This design comes from an exercise in tuning for small area, a short achievable clock period and few clock cycles per item on the open sky130 flow, not from production work. RTL that was checked went through simulation tests only; none was proved equivalent to the original. No activity file was given, so power comes from the tool's default toggle rates.

==> flow/design.v (excerpt) <==
module firewall
   #(
      parameter DATA_WIDTH = 64,
      parameter CTRL_WIDTH = DATA_WIDTH/8,
      parameter SRAM_ADDR_WIDTH = 19,
      parameter SRAM_DATA_WIDTH = DATA_WIDTH+CTRL_WIDTH,
      parameter UDP_REG_SRC_WIDTH = 2
   )
   (
      input  [DATA_WIDTH-1:0]             in_data,
      input  [CTRL_WIDTH-1:0]             in_ctrl,
      input                               in_wr,
      output                              in_rdy,
      output reg [DATA_WIDTH-1:0]         out_data,
      output reg [CTRL_WIDTH-1:0]         out_ctrl,
      output reg                          out_wr,
      input                               out_rdy,
      input                               reg_req_in,
      input                               reg_ack_in,
      input                               reg_rd_wr_L_in,
      input  [23-1:0]    reg_addr_in,
      input  [32-1:0]   reg_data_in,
      input  [UDP_REG_SRC_WIDTH-1:0]      reg_src_in,
      output                              reg_req_out,
      output                              reg_ack_out,
      output                              reg_rd_wr_L_out,
      output  [23-1:0]   reg_addr_out,
      output  [32-1:0]  reg_data_out,
      output  [UDP_REG_SRC_WIDTH-1:0]     reg_src_out,
      output reg                          sram_rd_req,
      output reg [SRAM_ADDR_WIDTH-1:0]    sram_rd_addr,
      input [DATA_WIDTH-1:0]              sram_rd_data,
      input                               sram_rd_ack,
      input                               sram_rd_vld,
  ...
Size in the first run: about 970 flip-flops, about 440 I/O pins, about 25000 sq um of cells after synthesis.
export LEC_CHECK = 0
export CAP_MARGIN = 20
export CORE_MARGIN = 2
export CORE_UTILIZATION = 65
export PLACE_DENSITY = 0.75
export SETUP_SLACK_MARGIN = 2.8
export SLEW_MARGIN = 20
create_clock -name core_clock -period 5.5 [get_ports {clk}]
standard.sh (not shown) runs the stock make flow with config.mk's settings and CLKGATE_MAP_FILE= SYNTH_SCRIPT=/design/flow/synth_recipe.tcl, a recipe that flattens the netlist after the stock synthesis.
==> flow/flow/run.sh <==
#!/bin/bash
# The standard layout (standard.sh: the standard flow's synthesis and ORFS flow, unchanged
# scripts) with two placement/CTS choices passed through ORFS variables:
#  - every input and output port still gets its own buffer, but a small
#    sky130_fd_sc_hd__buf_1 instead of the default clkdlybuf4s50_1 delay cell;
#  - clock tree synthesis without dummy loads.
# The whole make output goes to flow.log in this folder; ORFS's own per-step
# logs stay under orfs/logs/.
set -euo pipefail
cd "$(dirname "$0")/.."
export BUFFER_PORTS_ARGS="-buffer_cell sky130_fd_sc_hd__buf_1"
export CTS_ARGS="-sink_clustering_enable -repair_clock_nets -dont_use_dummy_load -buf_list sky130_fd_sc_hd__clkbuf_4 -sink_clustering_size 10 -sink_clustering_max_diameter 40"
bash standard.sh > flow.log 2>&1
The first run ran to the end with no violations.
Testbench counts at the start, summed over its fixed seeds: cycles 42,052, packets 1,920.
==> next run, changes <==
--- a/flow/design.v
+++ b/flow/design.v
@@ -171,15 +171,14 @@
       sram_rd_req  = in_wr && rq;
       sram_rd_addr = 'h0;
    end
    wire match = sram_rd_data[15:0]  == dport || sram_rd_data[31:16] == dport ||
                 sram_rd_data[47:32] == dport || sram_rd_data[63:48] == dport;
    wire        hdr_in = in_wr && wc == 3'd0 && in_ctrl == 8'hff;
    wire        w3_in  = in_wr && wc == 3'd3;
-   reg         nontcp;       
    always @(posedge clk) begin
       if (reset) begin
          wc <= 3'd0;
          rq <= 1'b0;
       end
       else begin
          if (in_wr)
@@ -196,28 +195,26 @@
       end
    end
    always @(posedge clk) begin
       if (in_wr && wc == 3'd2)
          ipv4 <= in_data[31:16] == 16'h0800 && in_data[15:12] == 4'h4;
       if (w3_in)
          tcp <= tcp_now;
-      nontcp <= w3_in && !tcp_now;
       if (in_wr && wc == 3'd5)
          dport <= in_data[31:16];
    end
    reg [W-1:0] r0, r1, r2, r3, r4, r5, r6, r7, r8, r9;
    reg [9:0]   rv;           
    reg [3:0]   sup;          
    reg [3:0]   tp;           
    reg         hd_drop;      
    reg         a_use, a_dv, a_dd;
    reg         b_use, b_dv, b_dd;
    reg         go, skip, in_f, in_g;
    wire        cons9 = skip || (go && out_rdy);
-   wire        keep9 = rv[9] && !cons9;
    assign in_rdy = in_f || (in_g && out_rdy);
    always @(*) begin
       {out_ctrl, out_data} = r9;
       out_wr = go && out_rdy;
    end
    wire        hdr8  = r8[W-1:DATA_WIDTH] == 8'hff;
    wire        hdr9  = r9[W-1:DATA_WIDTH] == 8'hff;
@@ -233,15 +230,15 @@
          r0_mod[15:8] = r0[15:8] - 8'h1;
       if (m4)
          r0_mod[63:48] = chksum_cout;
    end
    always @(posedge clk) begin
       m3 <= in_wr && wc == 3'd3 && ipv4;
       m4 <= in_wr && wc == 3'd4 && tcp;
-      r0 <= ({W{in_wr}} & {in_ctrl, in_data}) | ({W{keep9}} & r9);
+      r0 <= in_wr ? {in_ctrl, in_data} : r9;
       r1 <= r0_mod;
       r2 <= r1;
       r3 <= r2;
       r4 <= r3;
       r5 <= r4;
       r6 <= r5;
       r7 <= r6;
@@ -260,15 +257,15 @@
          if (!a_use_n) begin
             a_use_n = 1'b1; a_dv_n = 1'b0;
          end
          else begin
             b_use_n = 1'b1; b_dv_n = 1'b0;
          end
       end
-      if (nontcp) begin
+      if (w3_in && !tcp_now) begin
          if (b_use_n) begin
             b_dv_n = 1'b1; b_dd_n = 1'b0;
          end
          else begin
             a_dv_n = 1'b1; a_dd_n = 1'b0;
          end
       end
@@ -279,15 +276,15 @@
          else begin
             b_dv_n = 1'b1; b_dd_n = match;
          end
       end
    end
    wire         head9   = rv[9] && sup == 4'd0;
    wire [3:0]   sup_n   = (head9 && !cons9) ? 4'd9 : (sup != 4'd0) ? sup - 4'd1 : 4'd0;
-   wire [9:0]   rv_n    = {rv[8:0], in_wr || keep9};
+   wire [9:0]   rv_n    = {rv[8:0], in_wr || (rv[9] && !cons9)};
    wire [3:0]   tp_n    = (in_wr || tp == 4'd9) ? 4'd0 : tp + 4'd1;
    wire         hd_drop_n = cons_hdr ? a_dd : hd_drop;
    wire         head_n  = rv[8] && sup_n == 4'd0;
    wire         go_n    = head_n && (hdr8 ? a_dv_n && !a_dd_n : !hd_drop_n);
    wire         skip_n  = head_n && (hdr8 ? a_dv_n && a_dd_n : hd_drop_n);
    wire         behind_n = tp_n == 4'd0 || rv_n == 10'h0;
    always @(posedge clk) begin
Clock skew decreases by 42 ps.
Sequential power increases by 4.2%.
Hold slack is better by 22 ps.
Total power increases by about 3.6%.
Utilization is about the same.
Final cell count decreases by about 0.3%.
Final area increases by 0.35%.
Wire length decreases by 2.3%.
Critical path depth stays the same.
Count of clock-buffer cells in the layout decreases by 1.
Register-to-register slack is worse by 30 ps.
No functional check of the RTL was part of the second run of this note.

## static timing again, ports no longer ideal
The flow's constraints put no driver on any port. The routed layouts listed below were extracted and timed again, unchanged, in two steps. Step 1 (the two cells are an assumption about what drives the block):
set clk [get_ports {clk}]
set_driving_cell -lib_cell sky130_fd_sc_hd__clkbuf_16 $clk
set_driving_cell -lib_cell sky130_fd_sc_hd__buf_2 [delete_from_list [all_inputs] $clk]
Step 2 also shifts input and output timing later by t, the mid clock arrival at the registers, as if the neighbouring blocks saw the same clock. Slacks: no drivers / after step 1 / after step 2; pairs: no drivers / after step 1.
run	t (ns)	setup WS [ns]	hold slack, ns	clock arrival spread, ns	worst register clock-pin slew, ns
the first run	0.824	2.831 / 2.616 / 2.052	0.263 / 0.263 / 0.263	0.124 / 0.123	0.11 / 0.11
the second run	0.823	2.812 / 2.687 / 2.167	0.284 / 0.284 / 0.284	0.067 / 0.068	0.11 / 0.11
After both steps setup and hold are still met in every run listed. The setup slack of the first run, which loses most, moves by -0.215 ns with the drivers and by -0.779 ns with both steps.
